This design comes from an exercise in tuning for small area on the open sky130 flow, not from production work.
The RTL was checked by simulation tests, not by an equivalence proof against the original design.
Power and IR drop assume default switching activity.

==> flow/design.v, too long to show whole: its modules and the start of the top module <==
// module cpu: 998 lines
module cpu(
    input clk,                           
    input RST,                           
    output [23:0] AB,                    
    output sync,                         
    input [7:0] DI,                      
    output reg [7:0] DO,                 
    output WE,                           
    input IRQ,                           
    input NMI,                           
    input RDY,                           
    input debug );
  // ...
==> flow/flow/run.sh <==
#!/bin/bash
# Own layout flow: the standard flow (standard.sh) with these changes in how
# the layout is made:
#  - synthesis maps the logic with an area-oriented ABC script (flow/abc_area.script)
#    instead of ORFS's; the registers are the standard synthesis's
#  - the repair_design after global placement may not use the large drive strengths
#    listed in flow/place_dont_use (later steps, CTS and timing repair, may)
#  - CTS clusters more sinks per buffer and inserts no dummy loads (flow/cts_args)
#  - the port buffers are the smallest buffer cell (flow/buffer_ports_args)
# Each tool's output is in the ORFS logs; make's own output is in standard_flow.log.
set -euo pipefail
W=$PWD
rm -rf "$W/own_scripts"
cp -r "$FLOW_HOME/scripts" "$W/own_scripts"
cp "$W/flow/abc_area.script" "$W/own_scripts/abc_area.script"
# placement repair_design: extra dont_use list
python3 - "$W/own_scripts/resize.tcl" "$W/flow/place_dont_use" <<'PY'
import sys
f, du = sys.argv[1], open(sys.argv[2]).read().split()
t = open(f).read()
old = "set_dont_use $::env(DONT_USE_CELLS)\n"
assert old in t
t = t.replace(old, old + "set_dont_use {%s}\n" % " ".join(du), 1)
open(f, "w").write(t)
PY
export SCRIPTS_DIR="$W/own_scripts"
export CTS_ARGS="$(cat "$W/flow/cts_args")"
export BUFFER_PORTS_ARGS="$(cat "$W/flow/buffer_ports_args")"
bash standard.sh > "$W/standard_flow.log" 2>&1
==> flow/flow/abc_area.script <==
strash
&get -n
&deepsyn -T 120
&put
strash
dch -f
amap
strash
dch -f
amap
strash
dch -f
amap
strash
dch -f
amap
strash
dch -f
amap
strash
dch -f
amap
topo
==> flow/flow/buffer_ports_args <==
-buffer_cell sky130_fd_sc_hd__buf_1
==> flow/flow/cts_args <==
-sink_clustering_enable -repair_clock_nets -dont_use_dummy_load -sink_clustering_size 25 -sink_clustering_max_diameter 80
==> flow/flow/place_dont_use <==
sky130_fd_sc_hd__*_4 sky130_fd_sc_hd__*_8 sky130_fd_sc_hd__*_12 sky130_fd_sc_hd__*_16 sky130_fd_sc_hd__buf_6
==> flow/standard.sh <==
#!/bin/bash
# synth_recipe.tcl (not shown) runs the flow's synth.tcl, then flattens the netlist and writes it again
# the make line also repeats each setting of config.mk as NAME=value (left out here)
make -C /OpenROAD-flow-scripts/flow DESIGN_CONFIG=/design/flow/config.mk WORK_HOME=/design/flow/orfs CLKGATE_MAP_FILE= SYNTH_SCRIPT=/design/flow/synth_recipe.tcl "${@:-finish}"
==> flow/config.mk <==
export PLATFORM = sky130hd
export DESIGN_NAME = cpu
export DESIGN_NICKNAME = cpu
export VERILOG_FILES = /design/flow/design.v
export SDC_FILE = /design/flow/constraint.sdc
export NUM_CORES = 4
export LEC_CHECK = 0
export ABC_AREA = 1
export CAP_MARGIN = 20
export CORE_MARGIN = 2
export CORE_UTILIZATION = 65
export GPL_TIMING_DRIVEN = 0
export SLEW_MARGIN = 20
==> flow/constraint.sdc <==
create_clock -name core_clock -period 14.0 [get_ports {clk}]
set_input_delay 2.8000 -clock core_clock [delete_from_list [all_inputs] [get_ports {clk}]]
set_output_delay 2.8000 -clock core_clock [all_outputs]
set_load 0.01 [all_outputs]
==> flow_metrics.tcl, run 1 <==
set metrics [dict create \
    status "timing/DRC/antenna clean" \
    grt_use_met3_pct 9.329 \
    final_cell_mix "edfxtp_1 (528), nor2_1 (310), nand2_1 (185)" \
    fp.dieArea_um2 40690 \
    drv_cap 0 \
    clkCellAreaFrac_pct 2.719 \
    cp-start-kind "flop" \
    placed_cells 2725 \
    cp_slowest_cell "fa_1" \
    setup_violations 0 \
    pwr-share-seq_pct 47.3 \
    switching_share_pct 39.70 \
    cp_max_fo 13 \
    clk_latency_ns 0.64 \
    synthFlopType "edfxtp_1" \
    p_int_mw 3.649 \
    fin_area_um2 27610 \
    seq_area_um2 16540 \
    synth_most_common_cell "edfxtp_1" \
    antenna_found_initial 0 \
    fin_nets 2306 \
    power_density_nw_per_um2 219.2 \
    hold-worst-slack_ns 0.5028 \
    ios 48 \
    gr-usage-all-layers_pct 40.10 \
    synth_async_sr_flop_share_pct 0 \
    finalPower_mw 6.051 \
]
==> inputs of run 2 (changes only) <==
--- a/flow/design.v
+++ b/flow/design.v
@@ -343,3 +343,3 @@
          8'h79: dec_c = { FLAG_ADD, LDA, SRC_A, DST_A, ALU_ADC , IY, (ABWDTH == 1'b1) ? ABSW : ABS0 };  
-         8'h69: dec_c = { FLAG_ADD, LDA, SRC_A, DST_A, ALU_ADC , IZ, IMM0 };  
+         8'h69: dec_c = { FLAG_ADD, LDA, SRC_A, DST_A, ALU_ADC , IZ, DATA };  
          8'h65: dec_c = { FLAG_ADD, LDA, SRC_A, DST_A, ALU_ADC , IZ, ZPG0 };  
@@ -352,3 +352,3 @@
          8'hF9: dec_c = { FLAG_ADD, LDA, SRC_A, DST_A, ALU_SBC , IY, (ABWDTH == 1'b1) ? ABSW : ABS0 };  
-         8'hE9: dec_c = { FLAG_ADD, LDA, SRC_A, DST_A, ALU_SBC , IZ, IMM0 };  
+         8'hE9: dec_c = { FLAG_ADD, LDA, SRC_A, DST_A, ALU_SBC , IZ, DATA };  
          8'hE5: dec_c = { FLAG_ADD, LDA, SRC_A, DST_A, ALU_SBC , IZ, ZPG0 };  
@@ -361,3 +361,3 @@
          8'h39: dec_c = { FLAG____, LDA, SRC_A, DST_A, ALU_AND , IY, (ABWDTH == 1'b1) ? ABSW : ABS0 };  
-         8'h29: dec_c = { FLAG____, LDA, SRC_A, DST_A, ALU_AND , IZ, IMM0 };  
+         8'h29: dec_c = { FLAG____, LDA, SRC_A, DST_A, ALU_AND , IZ, DATA };  
          8'h25: dec_c = { FLAG____, LDA, SRC_A, DST_A, ALU_AND , IZ, ZPG0 };  
@@ -370,3 +370,3 @@
          8'h19: dec_c = { FLAG____, LDA, SRC_A, DST_A, ALU_ORA , IY, (ABWDTH == 1'b1) ? ABSW : ABS0 };  
-         8'h09: dec_c = { FLAG____, LDA, SRC_A, DST_A, ALU_ORA , IZ, IMM0 };  
+         8'h09: dec_c = { FLAG____, LDA, SRC_A, DST_A, ALU_ORA , IZ, DATA };  
          8'h05: dec_c = { FLAG____, LDA, SRC_A, DST_A, ALU_ORA , IZ, ZPG0 };  
@@ -379,3 +379,3 @@
          8'hB9: dec_c = { FLAG____, LDA, SRC_A, DST_A, ALU_LDA , IY, (ABWDTH == 1'b1) ? ABSW : ABS0 };  
-         8'hA9: dec_c = { FLAG____, LDA, SRC_A, DST_A, ALU_LDA , IZ, IMM0 };  
+         8'hA9: dec_c = { FLAG____, LDA, SRC_A, DST_A, ALU_LDA , IZ, DATA };  
          8'hA5: dec_c = { FLAG____, LDA, SRC_A, DST_A, ALU_LDA , IZ, ZPG0 };  
@@ -388,3 +388,3 @@
          8'hD9: dec_c = { FLAG_CMP, NOP, SRC_A, DST__, ALU_CMP , IY, (ABWDTH == 1'b1) ? ABSW : ABS0 };  
-         8'hC9: dec_c = { FLAG_CMP, NOP, SRC_A, DST__, ALU_CMP , IZ, IMM0 };  
+         8'hC9: dec_c = { FLAG_CMP, NOP, SRC_A, DST__, ALU_CMP , IZ, DATA };  
          8'hC5: dec_c = { FLAG_CMP, NOP, SRC_A, DST__, ALU_CMP , IZ, ZPG0 };  
@@ -397,3 +397,3 @@
          8'h59: dec_c = { FLAG____, LDA, SRC_A, DST_A, ALU_EOR , IY, (ABWDTH == 1'b1) ? ABSW : ABS0 };  
-         8'h49: dec_c = { FLAG____, LDA, SRC_A, DST_A, ALU_EOR , IZ, IMM0 };  
+         8'h49: dec_c = { FLAG____, LDA, SRC_A, DST_A, ALU_EOR , IZ, DATA };  
          8'h45: dec_c = { FLAG____, LDA, SRC_A, DST_A, ALU_EOR , IZ, ZPG0 };  
@@ -442,3 +442,3 @@
          8'h3C: dec_c = { FLAG_BIT, NOP, SRC_A, DST__, ALU_AND , IX, (ABWDTH == 1'b1) ? ABSW : ABS0 };  
-         8'h89: dec_c = { FLAG_BIT, NOP, SRC_A, DST__, ALU_AND , IZ, IMM0 };  
+         8'h89: dec_c = { FLAG_BIT, NOP, SRC_A, DST__, ALU_AND , IZ, DATA };  
          8'h24: dec_c = { FLAG_BIT, NOP, SRC_A, DST__, ALU_AND , IZ, ZPG0 };  
@@ -454,6 +454,6 @@
          8'hEC: dec_c = { FLAG_CMP, NOP, SRC_X, DST__, ALU_CMP , IZ, (ABWDTH == 1'b1) ? ABSW : ABS0 };  
-         8'hE0: dec_c = { FLAG_CMP, NOP, SRC_X, DST__, ALU_CMP , IZ, IMM0 };  
+         8'hE0: dec_c = { FLAG_CMP, NOP, SRC_X, DST__, ALU_CMP , IZ, DATA };  
          8'hE4: dec_c = { FLAG_CMP, NOP, SRC_X, DST__, ALU_CMP , IZ, ZPG0 };  
          8'hCC: dec_c = { FLAG_CMP, NOP, SRC_Y, DST__, ALU_CMP , IZ, (ABWDTH == 1'b1) ? ABSW : ABS0 };  
-         8'hC0: dec_c = { FLAG_CMP, NOP, SRC_Y, DST__, ALU_CMP , IZ, IMM0 };  
+         8'hC0: dec_c = { FLAG_CMP, NOP, SRC_Y, DST__, ALU_CMP , IZ, DATA };  
          8'hC4: dec_c = { FLAG_CMP, NOP, SRC_Y, DST__, ALU_CMP , IZ, ZPG0 };  
@@ -488,3 +488,3 @@
          8'hBE: dec_c = { FLAG____, LDA, SRC__, DST_X, ALU_LDA , IY, (ABWDTH == 1'b1) ? ABSW : ABS0 };  
-         8'hA2: dec_c = { FLAG____, LDA, SRC__, DST_X, ALU_LDA , IZ, IMM0 };  
+         8'hA2: dec_c = { FLAG____, LDA, SRC__, DST_X, ALU_LDA , IZ, DATA };  
          8'hA6: dec_c = { FLAG____, LDA, SRC__, DST_X, ALU_LDA , IZ, ZPG0 };  
@@ -493,3 +493,3 @@
          8'hBC: dec_c = { FLAG____, LDA, SRC__, DST_Y, ALU_LDA , IX, (ABWDTH == 1'b1) ? ABSW : ABS0 };  
-         8'hA0: dec_c = { FLAG____, LDA, SRC__, DST_Y, ALU_LDA , IZ, IMM0 };  
+         8'hA0: dec_c = { FLAG____, LDA, SRC__, DST_Y, ALU_LDA , IZ, DATA };  
          8'hA4: dec_c = { FLAG____, LDA, SRC__, DST_Y, ALU_LDA , IZ, ZPG0 };  
@@ -569,3 +569,3 @@
          8'h79: dec_s = { FLAG_ADD, LDA, SRC_A, DST_A, ALU_ADC , IY, (ABWDTH == 1'b1) ? ABSW : ABS0 };  
-         8'h69: dec_s = { FLAG_ADD, LDA, SRC_A, DST_A, ALU_ADC , IZ, IMM0 };  
+         8'h69: dec_s = { FLAG_ADD, LDA, SRC_A, DST_A, ALU_ADC , IZ, DATA };  
          8'h65: dec_s = { FLAG_ADD, LDA, SRC_A, DST_A, ALU_ADC , IZ, ZPG0 };  
@@ -578,3 +578,3 @@
          8'hF9: dec_s = { FLAG_ADD, LDA, SRC_A, DST_A, ALU_SBC , IY, (ABWDTH == 1'b1) ? ABSW : ABS0 };  
-         8'hE9: dec_s = { FLAG_ADD, LDA, SRC_A, DST_A, ALU_SBC , IZ, IMM0 };  
+         8'hE9: dec_s = { FLAG_ADD, LDA, SRC_A, DST_A, ALU_SBC , IZ, DATA };  
          8'hE5: dec_s = { FLAG_ADD, LDA, SRC_A, DST_A, ALU_SBC , IZ, ZPG0 };  
@@ -587,3 +587,3 @@
          8'h39: dec_s = { FLAG____, LDA, SRC_A, DST_A, ALU_AND , IY, (ABWDTH == 1'b1) ? ABSW : ABS0 };  
-         8'h29: dec_s = { FLAG____, LDA, SRC_A, DST_A, ALU_AND , IZ, IMM0 };  
+         8'h29: dec_s = { FLAG____, LDA, SRC_A, DST_A, ALU_AND , IZ, DATA };  
          8'h25: dec_s = { FLAG____, LDA, SRC_A, DST_A, ALU_AND , IZ, ZPG0 };  
@@ -596,3 +596,3 @@
          8'h19: dec_s = { FLAG____, LDA, SRC_A, DST_A, ALU_ORA , IY, (ABWDTH == 1'b1) ? ABSW : ABS0 };  
-         8'h09: dec_s = { FLAG____, LDA, SRC_A, DST_A, ALU_ORA , IZ, IMM0 };  
+         8'h09: dec_s = { FLAG____, LDA, SRC_A, DST_A, ALU_ORA , IZ, DATA };  
          8'h05: dec_s = { FLAG____, LDA, SRC_A, DST_A, ALU_ORA , IZ, ZPG0 };  
@@ -605,3 +605,3 @@
          8'hB9: dec_s = { FLAG____, LDA, SRC_A, DST_A, ALU_LDA , IY, (ABWDTH == 1'b1) ? ABSW : ABS0 };  
-         8'hA9: dec_s = { FLAG____, LDA, SRC_A, DST_A, ALU_LDA , IZ, IMM0 };  
+         8'hA9: dec_s = { FLAG____, LDA, SRC_A, DST_A, ALU_LDA , IZ, DATA };  
          8'hA5: dec_s = { FLAG____, LDA, SRC_A, DST_A, ALU_LDA , IZ, ZPG0 };  
@@ -614,3 +614,3 @@
          8'hD9: dec_s = { FLAG_CMP, NOP, SRC_A, DST__, ALU_CMP , IY, (ABWDTH == 1'b1) ? ABSW : ABS0 };  
-         8'hC9: dec_s = { FLAG_CMP, NOP, SRC_A, DST__, ALU_CMP , IZ, IMM0 };  
+         8'hC9: dec_s = { FLAG_CMP, NOP, SRC_A, DST__, ALU_CMP , IZ, DATA };  
          8'hC5: dec_s = { FLAG_CMP, NOP, SRC_A, DST__, ALU_CMP , IZ, ZPG0 };  
@@ -623,3 +623,3 @@
          8'h59: dec_s = { FLAG____, LDA, SRC_A, DST_A, ALU_EOR , IY, (ABWDTH == 1'b1) ? ABSW : ABS0 };  
-         8'h49: dec_s = { FLAG____, LDA, SRC_A, DST_A, ALU_EOR , IZ, IMM0 };  
+         8'h49: dec_s = { FLAG____, LDA, SRC_A, DST_A, ALU_EOR , IZ, DATA };  
          8'h45: dec_s = { FLAG____, LDA, SRC_A, DST_A, ALU_EOR , IZ, ZPG0 };  
@@ -668,3 +668,3 @@
          8'h3C: dec_s = { FLAG_BIT, NOP, SRC_A, DST__, ALU_AND , IX, (ABWDTH == 1'b1) ? ABSW : ABS0 };  
-         8'h89: dec_s = { FLAG_BIT, NOP, SRC_A, DST__, ALU_AND , IZ, IMM0 };  
+         8'h89: dec_s = { FLAG_BIT, NOP, SRC_A, DST__, ALU_AND , IZ, DATA };  
          8'h24: dec_s = { FLAG_BIT, NOP, SRC_A, DST__, ALU_AND , IZ, ZPG0 };  
@@ -680,6 +680,6 @@
          8'hEC: dec_s = { FLAG_CMP, NOP, SRC_X, DST__, ALU_CMP , IZ, (ABWDTH == 1'b1) ? ABSW : ABS0 };  
-         8'hE0: dec_s = { FLAG_CMP, NOP, SRC_X, DST__, ALU_CMP , IZ, IMM0 };  
+         8'hE0: dec_s = { FLAG_CMP, NOP, SRC_X, DST__, ALU_CMP , IZ, DATA };  
          8'hE4: dec_s = { FLAG_CMP, NOP, SRC_X, DST__, ALU_CMP , IZ, ZPG0 };  
          8'hCC: dec_s = { FLAG_CMP, NOP, SRC_Y, DST__, ALU_CMP , IZ, (ABWDTH == 1'b1) ? ABSW : ABS0 };  
-         8'hC0: dec_s = { FLAG_CMP, NOP, SRC_Y, DST__, ALU_CMP , IZ, IMM0 };  
+         8'hC0: dec_s = { FLAG_CMP, NOP, SRC_Y, DST__, ALU_CMP , IZ, DATA };  
          8'hC4: dec_s = { FLAG_CMP, NOP, SRC_Y, DST__, ALU_CMP , IZ, ZPG0 };  
@@ -714,3 +714,3 @@
          8'hBE: dec_s = { FLAG____, LDA, SRC__, DST_X, ALU_LDA , IY, (ABWDTH == 1'b1) ? ABSW : ABS0 };  
-         8'hA2: dec_s = { FLAG____, LDA, SRC__, DST_X, ALU_LDA , IZ, IMM0 };  
+         8'hA2: dec_s = { FLAG____, LDA, SRC__, DST_X, ALU_LDA , IZ, DATA };  
          8'hA6: dec_s = { FLAG____, LDA, SRC__, DST_X, ALU_LDA , IZ, ZPG0 };  
@@ -719,3 +719,3 @@
          8'hBC: dec_s = { FLAG____, LDA, SRC__, DST_Y, ALU_LDA , IX, (ABWDTH == 1'b1) ? ABSW : ABS0 };  
-         8'hA0: dec_s = { FLAG____, LDA, SRC__, DST_Y, ALU_LDA , IZ, IMM0 };  
+         8'hA0: dec_s = { FLAG____, LDA, SRC__, DST_Y, ALU_LDA , IZ, DATA };  
          8'hA4: dec_s = { FLAG____, LDA, SRC__, DST_Y, ALU_LDA , IZ, ZPG0 };  
@@ -811,3 +811,2 @@
        IDX2:                    bus_op = { S____, IDX__Y, DO_ALU, DR___, WE_ST, AB_ABSX };
-       IMM0:                    bus_op = { S____, IDX___, DO____, DR_DI, WE___, AB_OPER };
        INDW:                    bus_op = { S____, IDX___, DO____, DR_DI, WE___, AB_OPER };
@@ -821,3 +820,2 @@
        JSR3:                    bus_op = { S____, IDX___, DO____, DR___, WE___, AB_OPER };
-       JSR4:                    bus_op = { S____, IDX___, DO____, DR___, WE___, AB_OPER };
        JSRL:                    bus_op = { S_DEC, IDX___, DO_PCL, DR_DI, WE_1_, AB_PUSH };
@@ -864,3 +862,2 @@
         IDX2:  state <= DATA;
-        IMM0:  state <= SYNC;
         INDW:  state <= IND0;
@@ -874,4 +871,3 @@
         JSR3:  state <= JSRL;
-        JSRL:  state <= JSR4;
-        JSR4:  state <= JMP1;
+        JSRL:  state <= JSR2;                   
         JSR0:  state <= JSR1;
==> run 2 against run 1 <==
Compared with the run above:
- largest power group unchanged
- global-route usage grew 1.4 points
- combinational power about the same
- die area about the same
- maximum frequency increased by 0.79%
- still clean
- core utilization fell by 0.16 points
==> flow_metrics.tcl, run 2 <==
set metrics [dict create \
    syn_avg_cell_area_um2 12.13 \
    synthCells 2093 \
    core-area_um2 38650 \
    cts_inserted_buffers 29 \
    critPathArrivalTime_ns 10.80 \
    synth.area.top_cells "edfxtp_1 (62%), nor2_1 (4.6%), a222oi_1 (4.1%)" \
    gr-usage-all-layers_pct 41.53 \
    fp.dieArea_um2 40670 \
    largest_reg_flops 192 \
    status "timing/DRC/antenna clean" \
    drv_cap 0 \
    holdPathEnd "OPC[2]" \
    end_kind "primary output" \
    fp.dieW_um 201.7 \
    synth_top_cell_area_share_pct 62.43 \
    cp_top_family "adder cells" \
    hold_path_class "reg2reg" \
    cp.required_ns 11.20 \
    worst_r2r_startpoint "T[0]" \
    ctsHoldBuffers 0 \
    firstDrtPassIters 9 \
    synthTopCellsByCount "edfxtp_1 (528), nor2_1 (314), clkinv_1 (186)" \
    grt_pass1_wl_um 125500 \
    antenna_found_initial 3 \
    grt_pass1_vias 19680 \
    core.rowCount 72 \
    relSlewSlack_pct 18.65 \
    cts.sinks 562 \
    fin_crit_sh_pct 97.17 \
    htreeDepth 1 \
    leakage_nw 9.022 \
    ir_drop_mv 0.1459 \
    ys_types 49 \
    grt_max_degree 35 \
    fin_area_um2 27550 \
    drive_gt1_share_pct 6.999 \
    place.gp.congestion 1.016 \
    via_count 20910 \
    hp-start "OPC[2]" \
    min_path_cells 2 \
    n_antenna_cell 0 \
    placed_cells 2717 \
    cpPeakStageDelay_ns 0.59 \
    tightest_slew_ns 1.212 \
    drt_iter0_drc 4355 \
    tritoncts "done" \
    timing.rr.end "th[4].pc[23]" \
    criticalPathCategory "reg2out" \
    crit_top_cell "fa_1" \
    cp_max_fo 14 \
    cp_slowest_cell "dfxtp_1" \
    grt.overflow.total 0 \
    grt_use_met3_pct 10.64 \
    synth_area_um2 25400 \
    met1_usage_pct 58.02 \
    ys_ff_latch 562 \
    syn_to_final_growth_pct 8.474 \
    clk_latency_ns 0.64 \
    pre_cts_ws_ns -0.1479 \
    synthFlopType "edfxtp_1" \
    synth_top_cell_by_area "edfxtp_1" \
    setup_violations 0 \
    reg2regPathDepth 59 \
    wirelength_um 84590 \
    io_buffers 43 \
    fin_cells 2747 \
    final_cell_mix "edfxtp_1 (528), nor2_1 (299), clkinv_1 (179)" \
    regMostFlops "th.pc" \
    ios 48 \
    die_y_um 201.7 \
    grt_use_met2_pct 62.40 \
    hold_violations 0 \
    synth_most_common_cell "edfxtp_1" \
    final.min_clock_period_ns 13.60 \
    skew_ns 0.1056 \
    synth_edf_count 528 \
    top_usage_layer "met2" \
    synthesis.nets 2156 \
    ctsLongestPathBuffers 3 \
    synth_async_sr_flop_share_pct 0 \
    rsz0062_at_grt "yes" \
    clkSlewWorstSetupHoldPaths_ns 0.07 \
    fin_ws_ns 0.3957 \
    post_drt_wl_per_cell_um 30.79 \
    post-route-drc-count 0 \
    root_buffer "clkbuf_16" \
    final_util_pct 71.28 \
    yosysWarnings 1 \
    final_common_cell "edfxtp_1" \
    place_area_um2 26710 \
    yosysSeqAreaShare_pct 65.11 \
    initial_core_util_pct 65.71 \
    timing.final.max_slew_violations 0 \
    r2r_slack_ns 0.95 \
    hpwl_um 59880 \
    drtAntennaViolNets 0 \
    crit_buf_inv 9 \
    fin_nets 2294 \
    power_density_nw_per_um2 218.0 \
    cp-start-kind "flop" \
    fmax_mhz 73.51 \
    viasPerCell 7.610 \
]
-- run 2: cell families (layout without fill, tap and decap cells) --
family	count (synthesis)	count (layout)	synth area share (%)
AO/OA/AOI/OAI	658	658	18.67
AND/OR/NAND/NOR	638	638	10.58
flip-flops	562	562	65.11
adder cells (fa/ha/maj)	49	49	2.887
buffers and inverters	186	322	2.749
-- run 2: layout make-up --
type                    count  area [um^2]
inverters                 186        718.2
clock buffers              29        725.7
well taps                 518        648.1
multi-input cells        1345         8428
fillers                  2598        11100
flip-flops and latches    562        16540
repair buffers            107        489.2
-- run 2: how the worst max path moves through the flow --
stage	endpoint	from	cells after the start
after detailed placement	DO[7]	T[0]	37
final	DO[6]	T[2]	36
after CTS	DO[6]	T[0]	39
after global routing	AB[22]	T[0]	53
after global placement	DO[7]	T[1]	30
after floorplan	DO[7]	T[0]	32
-- run 2: worst reg2reg max path, delay by kind of cell, from the launching register on --
family	cells	cell delay (ns)
fa+ha+maj	3	0.92
simple gates	29	4.71
buf+inv	14	2.54
compound gates	13	4.00
flops	1	0.52
-- run 2: per-layer routing --
metal,up-vias,routed length (um),share of wire [%]
li1,8584,-,-
met1,9868,29150,34
met2,2073,37050,44
met3,375,13420,16
met4,6,4917,5.8
met5,-,41,0.048
-- run 2: timing repair --
item / 4_1_cts / 5_1_grt
endpoints found under the setup margin: 4 / 26
setup buffers: 0 / 0
cloned: 0 / 0
gates resized for setup: 5 / 20
-- run 2: through the flow --
step	total power, mW	TNS (ns)	hold WS, ns
global placement	4.894	-136.27	0.5586
CTS	5.871	0	0.5723
detailed placement	5.005	-0.1479	0.5636
floorplan	4.102	0	0.4486
finish	6.006	0	0.5917
global route	6.216	-0.1293	0.6138
-- run 2: power breakdown --
group | leakage (nW) | switching, mW | internal (mW) | total, mW
logic | 3.25 | 1.69 | 0.613 | 2.31
clock network | 0.357 | 0.496 | 0.367 | 0.864
registers | 5.41 | 0.230 | 2.61 | 2.84
==> inputs of run 3 (changes only) <==
==> flow/flow/abc_area.script (replaced) <==
strash
&get -n
&deepsyn -T 120
&put
strash
dch -f
amap -F 3 -A 8
strash
dch -f
amap -F 3 -A 8
strash
dch -f
amap -F 3 -A 8
strash
dch -f
amap -F 3 -A 8
strash
dch -f
amap -F 3 -A 8
topo
==> run 3 against run 2 <==
Compared with the run above:
- via count decreased by 4.3%
- clock skew decreased by 0.021 ns
- maximum frequency decreased by 0.39%
- critical path type unchanged
==> flow_metrics.tcl, run 3 <==
set metrics [dict create \
    synthCells 2032 \
    n_fill_cell 2701 \
    ir_drop_mv 0.1667 \
    cp_top_family "adder cells" \
    leakage_nw 8.946 \
    root_buffer "clkbuf_16" \
    ios 48 \
    ctsHoldBuffers 0 \
    core-area_um2 38470 \
    viasPerCell 7.446 \
    fp.dieW_um 200.9 \
    clkSlewWorstSetupHoldPaths_ns 0.08 \
    htreeDepth 1 \
    synthesis.nets 2095 \
    drv_cap 0 \
    gr-usage-all-layers_pct 39.56 \
    synth_async_sr_flop_share_pct 0 \
    tritoncts "done" \
    final_common_cell "edfxtp_1" \
    synthFlopType "edfxtp_1" \
    status "timing/DRC/antenna clean" \
    fin_nets 2235 \
    antenna_found_initial 3 \
    crit_top_cell "fa_1" \
    cts.sinks 562 \
    syn_avg_cell_area_um2 12.40 \
    fin_cells 2688 \
    cp_slowest_cell "fa_1" \
    synth_edf_count 528 \
    power_density_nw_per_um2 222.0 \
    largest_reg_flops 192 \
    synth_top_cell_by_area "edfxtp_1" \
    grt_max_degree 39 \
    relSlewSlack_pct 22.68 \
    n_antenna_cell 0 \
    place.gp.congestion 0.9934 \
    drt_iter0_drc 3915 \
    critPathArrivalTime_ns 10.86 \
    cp_max_fo 17 \
    synth.area.top_cells "edfxtp_1 (63%), a222oi_1 (6.0%), nor2_1 (4.4%)" \
    regMostFlops "th.pc" \
    grt_pass1_vias 18700 \
    fin_crit_sh_pct 97.56 \
    placed_cells 2658 \
    synth_top_cell_area_share_pct 62.90 \
    yosysWarnings 1 \
    post-route-drc-count 0 \
    setup_violations 0 \
    tightest_slew_ns 1.160 \
    hpwl_um 58080 \
    cts_inserted_buffers 28 \
    syn_to_final_growth_pct 8.468 \
    skew_ns 0.08466 \
    ctsLongestPathBuffers 3 \
    hold_path_class "reg2reg" \
    final_util_pct 71.08 \
    cpPeakStageDelay_ns 0.60 \
    grt.overflow.total 0 \
    timing.final.max_slew_violations 0 \
    cp.required_ns 11.20 \
    drtAntennaViolNets 0 \
    io_buffers 43 \
    final.min_clock_period_ns 13.66 \
    end_kind "primary output" \
    fmax_mhz 73.22 \
    grt_pass1_wl_um 119500 \
    synthTopCellsByCount "edfxtp_1 (528), nor2_1 (294), clkinv_1 (190)" \
    yosysSeqAreaShare_pct 65.60 \
    final_cell_mix "edfxtp_1 (528), nor2_1 (280), clkinv_1 (184)" \
    fp.dieArea_um2 40370 \
    drive_gt1_share_pct 7.051 \
    ys_ff_latch 562 \
    clk_latency_ns 0.62 \
    hold_violations 0 \
    wirelength_um 80280 \
    initial_core_util_pct 65.53 \
    synth_area_um2 25210 \
    die_y_um 200.9 \
    crit_buf_inv 7 \
    post_drt_wl_per_cell_um 29.86 \
    via_count 20010 \
    cp-start-kind "flop" \
    synth_most_common_cell "edfxtp_1" \
    firstDrtPassIters 9 \
    ys_types 51 \
    criticalPathCategory "reg2out" \
    core.rowCount 72 \
]
==> run 3: worst min-delay path: stages, from the launching register on <==
cell      delay (ns)
dfxtp_1         0.32
clkinv_1        0.08
a222oi_1        0.10
==> run 3: cell type report <==
class / instances / area, um^2 / share of cell area [%]
tap: 518 / 648.1 / 2.370
timing repair buffer: 110 / 520.5 / 1.904
sequential: 562 / 16540 / 60.49
clock buffer: 28 / 700.7 / 2.563
multi-input combinational: 1280 / 8207 / 30.02
inverter: 190 / 725.7 / 2.654
==> run 3: final timing paths <==
kind	start	slack [ns]	to	cells after the start
worst max register to register	T[0]	2.04	th[1].pc[23]	61
worst min register to register	D3[0]	0.55	D3[0]	2
worst max-delay path	state[1]	0.34	DO[6]	34
worst min-delay path	D3[0]	0.55	D3[0]	2
==> run 3: kinds of logic (layout without fill, tap and decap cells) <==
logic type	after synthesis	in the layout	share of synthesized area, %
AOI/OAI and AO/OA	655	655	19.07
xor gates and xnor gates	2	2	0.06951
adders and majority gates	49	49	2.909
buffers and inverters	190	328	2.829
DFF	562	562	65.60
and+or+nand+nor	574	574	9.520
==> run 3: routing by layer <==
| metal | up-vias | global-route usage, % | routed length [um] |
|---|---|---|---|
| li1 | 8479 | - | - |
| met1 | 9512 | 56.80 | 28880 |
| met2 | 1704 | 58.66 | 35070 |
| met3 | 315 | 8.312 | 11700 |
| met4 | 4 | 18.60 | 4589 |
| met5 | - | 0 | 34 |
==> run 3: what timing repair did <==
item | in CTS | in global routing
gates resized for setup | 9 | 21
endpoints found under the setup margin | 4 | 8
endpoints found under the hold margin | 0 | 0
buffers inserted | 0 | 2
==> run 3: where the power goes <==
group / total [mW] / switching [mW] / internal, mW
sequential: 2.86 / 0.224 / 2.63
clock: 0.836 / 0.481 / 0.355
combinational: 2.38 / 1.74 / 0.637
==> run 3: stage by stage <==
step	TNS [ns]	hold WS (ns)	instance area [um^2]	power, mW	setup slack (ns)
finish	0	0.5548	27340	6.070	0.3420
global route	-0.01518	0.5631	27340	6.316	-0.01518
CTS	0	0.5459	27230	5.936	0.05823
detailed placement	-0.1327	0.5351	26490	5.124	-0.1327
global placement	-54.40	0.5123	26020	5.017	-2.481
floorplan	0	0.4763	25210	4.206	2.030
==> inputs of run 4 (changes only) <==
==> flow/flow/abc_area.script (replaced) <==
strash
&get -n
&deepsyn -T 120
&put
strash
dch -f
amap -F 4 -A 16
strash
dch -f
amap -F 4 -A 16
strash
dch -f
amap -F 4 -A 16
strash
dch -f
amap -F 4 -A 16
strash
dch -f
amap -F 4 -A 16
topo
==> run 4 against run 3 <==
Compared with the run above:
- clock-buffer cell count grew 2
- sequential cell count is the same
- register-to-register slack gained 0.16 ns
- sequential share of layout area is 0.35 points lower
- critical endpoint unchanged
- largest power group unchanged
==> flow_metrics.tcl, run 4 <==
set metrics [dict create \
    viasPerCell 7.607 \
    synth_async_sr_flop_share_pct 0 \
    synth_top_cell_area_share_pct 62.80 \
    fp.dieArea_um2 40430 \
    final.min_clock_period_ns 13.75 \
    drv_cap 0 \
    drive_gt1_share_pct 7.271 \
    reg2regPathDepth 59 \
    via_count 20480 \
    yosysWarnings 1 \
    grt_max_degree 36 \
    syn_avg_cell_area_um2 12.42 \
    crit_top_cell "fa_1" \
    grt_pass1_vias 19130 \
    fmax_mhz 72.70 \
    skew_ns 0.1398 \
    die_y_um 201.1 \
    drtAntennaViolNets 0 \
    place.gp.congestion 1.024 \
    min_path_cells 2 \
    timing.final.max_slew_violations 0 \
    hpwl_um 58870 \
    wirelength_um 82620 \
    clkSlewWorstSetupHoldPaths_ns 0.10 \
    cpPeakStageDelay_ns 0.60 \
    ctsHoldBuffers 0 \
    synthCells 2033 \
    ys_ff_latch 562 \
    htreeDepth 1 \
    power_density_nw_per_um2 239.8 \
    hp-start "D3[0]" \
    initial_core_util_pct 65.63 \
    synthTopCellsByCount "edfxtp_1 (528), nor2_1 (279), clkinv_1 (214)" \
    final_util_pct 71.51 \
    hold_path_class "reg2reg" \
    root_buffer "clkbuf_16" \
    final_cell_mix "edfxtp_1 (528), nor2_1 (262), clkinv_1 (207)" \
    synth_top_cell_by_area "edfxtp_1" \
    grt_pass1_wl_um 121200 \
    core-area_um2 38470 \
    clk_latency_ns 0.65 \
    synth_most_common_cell "edfxtp_1" \
    ctsLongestPathBuffers 3 \
    post-route-drc-count 0 \
    criticalPathCategory "reg2out" \
    cp.required_ns 11.20 \
    fin_crit_sh_pct 98.25 \
    grt_use_met3_pct 7.987 \
    cts_inserted_buffers 30 \
    largest_reg_flops 192 \
    grt.overflow.total 0 \
    synthFlopType "edfxtp_1" \
    hold-worst-slack_ns 0.5230 \
    synth.area.top_cells "edfxtp_1 (63%), a222oi_1 (6.3%), nor2_1 (4.1%)" \
    syn_to_final_growth_pct 8.956 \
    synth_area_um2 25250 \
    tightest_slew_ns 1.262 \
    yosysSeqAreaShare_pct 65.50 \
    cp_slowest_cell "a222oi_1" \
    met1_usage_pct 54.44 \
    antenna_found_initial 3 \
    top_usage_layer "met2" \
    final_common_cell "edfxtp_1" \
    end_kind "primary output" \
    ir_drop_mv 0.1595 \
    firstDrtPassIters 12 \
    regMostFlops "th.pc" \
    r2r_slack_ns 2.20 \
    io_buffers 43 \
    cts.sinks 562 \
    ys_types 51 \
    critPathArrivalTime_ns 10.95 \
    fp.dieW_um 201.1 \
    core.rowCount 72 \
    cp_max_fo 14 \
    grt_use_met2_pct 62.80 \
    timing.rr.end "th[4].pc[23]" \
    drt_iter0_drc 3868 \
    worst_r2r_startpoint "T[1]" \
    relSlewSlack_pct 15.89 \
    hold_violations 0 \
    cp-start-kind "flop" \
    startpoint "T[1]" \
    synth_edf_count 528 \
    synthesis.nets 2096 \
    gr-usage-all-layers_pct 40.16 \
    ios 48 \
    status "timing/DRC/antenna clean" \
    leakage_nw 8.944 \
    tritoncts "done" \
    post_drt_wl_per_cell_um 30.69 \
    fin_nets 2238 \
    holdPathEnd "D3[0]" \
    setup_violations 0 \
]
## run 4: cell count changes after synthesis, sizes merged, moves of 10 or more
cell and change:
nand2 -16, a21oi +10, a22oi +14, a31oi -12, nor3 -11, o22a -11, o22ai -12, clkinv +24
nor2 -15
## run 4: cell type report
class	instances	area, um^2
Tap cell	518	648.1
Timing Repair Buffer	110	529.3
Sequential cell	562	16540
Fill cell	2565	10960
Antenna cell	1	2.502
Multi-Input combinational cell	1257	8208
Inverter	214	825.8
Clock buffer	30	750.7
## run 4: worst max-delay path, delay by kind of cell (launching register included)
family | cells | cell delay, ns
buf+inv | 11 | 2.14
simple gates | 4 | 0.80
fa+ha+maj | 10 | 4.02
compound gates | 10 | 2.83
flops | 1 | 0.49
## run 4: logic make-up (layout without fill, tap and decap cells)
kind of cell	count (synthesis)	after routing	share of synthesized area, %
AO/OA/AOI/OAI	660	660	19.22
flip-flops	562	562	65.50
AND/OR/NAND/NOR	547	547	9.164
buffers and inverters	214	354	3.182
adder cells (fa/ha/maj)	49	49	2.904
XOR/XNOR	1	1	0.03470
other	0	1	0
## run 4: repair_timing
item                                    CTS  global route
buffers inserted                          0             7
gates resized for setup                  11            34
endpoints found under the setup margin   10             9
pin swaps                                 0             5
hold endpoints to repair                  0             0
## run 4: worst max path at each step
stage | endpoint | depth (start not counted) | slack, ns
2_1_floorplan | DO[7] | 30 | 2.05
3_3_place_gp | DO[7] | 29 | -2.74
3_5_place_dp | AB[23] | 48 | -0.24
4_1_cts | AB[23] | 48 | 0.008
5_1_grt | AB[22] | 47 | -0.11
6_report | DO[6] | 35 | 0.25
## run 4: layer usage
| layer | part of all wire [%] | up-vias | wire, um |
|---|---|---|---|
| li1 | - | 8482 | - |
| met1 | 34 | 9704 | 28380 |
| met2 | 45 | 1933 | 37490 |
| met3 | 14 | 359 | 11660 |
| met4 | 6.2 | 0 | 5088 |
| met5 | 0 | - | 0 |
## run 4: per-stage QoR
stage	worst slack (ns)	instance area (um^2)	total power [mW]	setup TNS, ns	std cells
floorplan	2.054	25250	4.496	0	2033
global placement	-2.744	26060	5.412	-83.23	2594
detailed placement	-0.2392	26510	5.525	-0.6014	2654
CTS	0.007721	27300	6.394	0	2684
global route	-0.1074	27500	6.809	-0.2081	2691
finish	0.2452	27510	6.595	0	2692
## run 4: where the power goes
group,internal [mW],switching (mW),total (mW)
Clock,0.379,0.492,0.871
Combinational,0.715,1.97,2.69
Sequential,2.78,0.263,3.04
==> inputs of run 5 (changes only) <==
==> flow/flow/abc_area.script (replaced) <==
strash
&get -n
&deepsyn -T 120
&put
strash
dch -f
amap -F 3 -A 8
strash
dch -f
amap -F 3 -A 8
strash
dch -f
amap -F 3 -A 8
strash
dch -f
amap -F 3 -A 8
strash
dch -f
amap -F 3 -A 8
topo
==> flow/flow/cts_args (replaced) <==
-sink_clustering_enable -repair_clock_nets -dont_use_dummy_load -sink_clustering_size 15 -sink_clustering_max_diameter 60 -buf_list {sky130_fd_sc_hd__clkbuf_8}
==> run 5 against run 4 <==
Compared with the run above:
- largest power group unchanged
- die area barely moved
- final cell count rose by 0.45%
- still clean
- largest cell class unchanged
- clock-buffer cell count rose by 15
==> flow_metrics.tcl, run 5 <==
set metrics [dict create \
    crit_top_cell "fa_1" \
    hold_path_class "reg2reg" \
    yosysWarnings 1 \
    syn_to_final_growth_pct 8.338 \
    wirelength_um 83680 \
    final_common_cell "edfxtp_1" \
    core.rowCount 72 \
    fin_ws_ns 0.4037 \
    cp_max_fo 9 \
    clk_latency_ns 0.69 \
    fp.dieArea_um2 40400 \
    tns_ns 0 \
    setup_violations 0 \
    drt_iter0_drc 4174 \
    drv_cap 0 \
    ctsLongestPathBuffers 3 \
    regMostFlops "th.pc" \
    ys_ff_latch 562 \
    initial_core_util_pct 65.57 \
    gr-usage-all-layers_pct 41.11 \
    status "timing/DRC/antenna clean" \
    fp.dieW_um 201.0 \
    final.min_clock_period_ns 13.60 \
    grt_pass1_vias 19580 \
    placed_cells 2655 \
    syn_avg_cell_area_um2 12.42 \
    synthCells 2031 \
    cpPeakStageDelay_ns 0.91 \
    drive_gt1_share_pct 8.143 \
    clkSlewWorstSetupHoldPaths_ns 0.09 \
    cp.required_ns 11.20 \
    synthTopCellsByCount "edfxtp_1 (528), nor2_1 (277), clkinv_1 (190)" \
    cp_top_family "adder cells" \
    skew_ns 0.07921 \
    reg2regPathDepth 53 \
    min_path_cells 2 \
    antenna_found_initial 0 \
    criticalPathCategory "reg2out" \
    power_density_nw_per_um2 242.6 \
    tritoncts "done" \
    end_kind "primary output" \
    cp-start-kind "flop" \
    final_util_pct 71.04 \
    core-area_um2 38470 \
    synth_most_common_cell "edfxtp_1" \
    fin_crit_sh_pct 97.12 \
    tightest_slew_ns 1.272 \
    synthesis.nets 2094 \
    ys_types 52 \
    root_buffer "clkbuf_8" \
    fin_nets 2251 \
    final_cell_mix "edfxtp_1 (528), nor2_1 (264), clkinv_1 (182)" \
    fin_cells 2704 \
    cp_slowest_cell "o31ai_1" \
    cp.depth 31 \
    post-route-drc-count 0 \
    timing.final.max_slew_violations 0 \
    ir_drop_mv 0.1537 \
    hold_violations 0 \
    ctsHoldBuffers 0 \
    synth_area_um2 25220 \
    fmax_mhz 73.55 \
    grt.overflow.total 0 \
    synth_top_cell_area_share_pct 62.86 \
    yosysSeqAreaShare_pct 65.56 \
    crit_buf_inv 5 \
    n_antenna_cell 0 \
    ios 48 \
    io_buffers 43 \
    viasPerCell 7.635 \
    grt_max_degree 36 \
    htreeDepth 2 \
    grt_pass1_wl_um 123000 \
    post_drt_wl_per_cell_um 30.95 \
    via_count 20650 \
    hpwl_um 60000 \
    synth_top_cell_by_area "edfxtp_1" \
    synth_edf_count 528 \
    pre_cts_ws_ns -0.4507 \
    synthFlopType "edfxtp_1" \
    die_y_um 201.0 \
    cts.sinks 562 \
    synth_async_sr_flop_share_pct 0 \
    synth.area.top_cells "edfxtp_1 (63%), a222oi_1 (5.7%), nor2_1 (4.1%)" \
    largest_reg_flops 192 \
    firstDrtPassIters 10 \
    n_fill_cell 2651 \
    leakage_nw 8.884 \
    cts_inserted_buffers 45 \
    relSlewSlack_pct 15.22 \
    place.gp.congestion 1.033 \
    drtAntennaViolNets 0 \
    critPathArrivalTime_ns 10.80 \
]
-- run 5: cell types whose count changed in the layout (fill, tap and decap cells not counted), moves of 6 or more --
cell       previous run  this run
a31oi_1              16        24
o22ai_4               7         1
nor3_1               24        30
o22ai_2               1         7
o221ai_1             23        29
clkbuf_8              0        45
nand2_1             134       144
clkbuf_16            30         0
o22ai_1              78       102
o2111ai_1             7         1
a222oi_1            160       144
a221oi_1             34        52
clkinv_1            207       182
a22oi_1              47        26
-- run 5: repair_timing --
| action | 4_1_cts | 5_1_grt |
|---|---|---|
| setup buffers | 1 | 2 |
| pin swaps | 0 | 4 |
| endpoints found under the hold margin | 0 | 0 |
| cloned | 0 | 0 |
| gates resized for setup | 13 | 27 |
| setup endpoints to repair | 15 | 10 |
-- run 5: cell type report --
type                       count  area, um^2  share of cell area (%)
clock buffer                  45       619.3                   2.266
multi-input combinational   1279        8274                   30.28
inverter                     190       726.9                   2.660
tap                          518       648.1                   2.372
sequential                   562       16540                   60.54
timing repair buffer         110       514.2                   1.882
-- run 5: final timing paths --
kind,from,endpoint,slack (ns)
min,D3[0],D3[0],0.54
max reg2reg,state[2],th[1].pc[23],1.81
max,OPC[1],DO[6],0.40
min reg2reg,D3[0],D3[0],0.54
-- run 5: layer usage --
metal / vias to the layer above / global-route usage (%) / share of wire (%)
met1: 9782 / 56.29 / 34
li1: 8504 / - / -
met5: - / 0 / 0
met2: 2004 / 62.62 / 44
met4: 0 / 18.04 / 5.4
met3: 356 / 11.02 / 16
-- run 5: worst min-delay path, stage by stage (launching register included) --
cell	delay [ns]
dfxtp_1	0.31
clkinv_1	0.08
a222oi_1	0.10
-- run 5: cells by family (layout without fill, tap and decap cells) --
group	Yosys count	after routing	share of synthesized area (%)
AOI/OAI and AO/OA	666	666	19.18
xor gates and xnor gates	1	1	0.03473
adders and majority gates	49	49	2.907
buffers and inverters	190	345	2.827
DFF	562	562	65.56
and+or+nand+nor	563	563	9.499
-- run 5: power breakdown --
part	total [mW]	internal [mW]	leakage (nW)	switching, mW
Clock	0.787	0.288	0.324	0.500
Combinational	2.79	0.741	3.15	2.05
Sequential	3.05	2.79	5.41	0.256
Total	6.63	3.82	8.88	2.81
-- run 5: per-stage QoR --
stage	cell area, um^2	total power [mW]	hold WS, ns
after floorplan	25220	4.555	0.4801
after global placement	26030	5.519	0.5066
after detailed placement	26510	5.660	0.5146
after CTS	27200	6.442	0.5297
after global routing	27330	6.861	0.5673
final	27330	6.628	0.5432

==> static timing again, ports no longer ideal <==
The flow's constraints put no driver on any port. The routed layouts listed below were extracted and timed again, unchanged, in two steps.
Step 1 (the two cells are an assumption about what drives the block):
set clk [get_ports {clk}]
set_driving_cell -lib_cell sky130_fd_sc_hd__clkbuf_16 $clk
set_driving_cell -lib_cell sky130_fd_sc_hd__buf_2 [delete_from_list [all_inputs] $clk]
Step 2 times the ports against the registers' clock, not the clock port: input delays grow and output delays shrink by t, the midpoint of the rising clock arrivals with the driver on.
a / b / c = ideal / step 1 / step 2; a / b = the first two.
| run | t (ns) | setup slack, ns | worst setup path at the end | worst data-port slew with drivers (ns) |
|---|---|---|---|---|
| run 1 | 0.656 | 0.289 / 0.231 / 0.887 | register to output | 0.03 |
| run 2 | 0.641 | 0.396 / 0.340 / 0.947 | register to register | 0.04 |
| run 3 | 0.639 | 0.342 / 0.284 / 0.923 | register to output | 0.04 |
| run 4 | 0.636 | 0.245 / 0.188 / 0.824 | register to output | 0.03 |
| run 5 | 0.702 | 0.404 / 0.348 / 1.050 | register to output | 0.03 |
After both steps setup and hold are still met in every run listed.
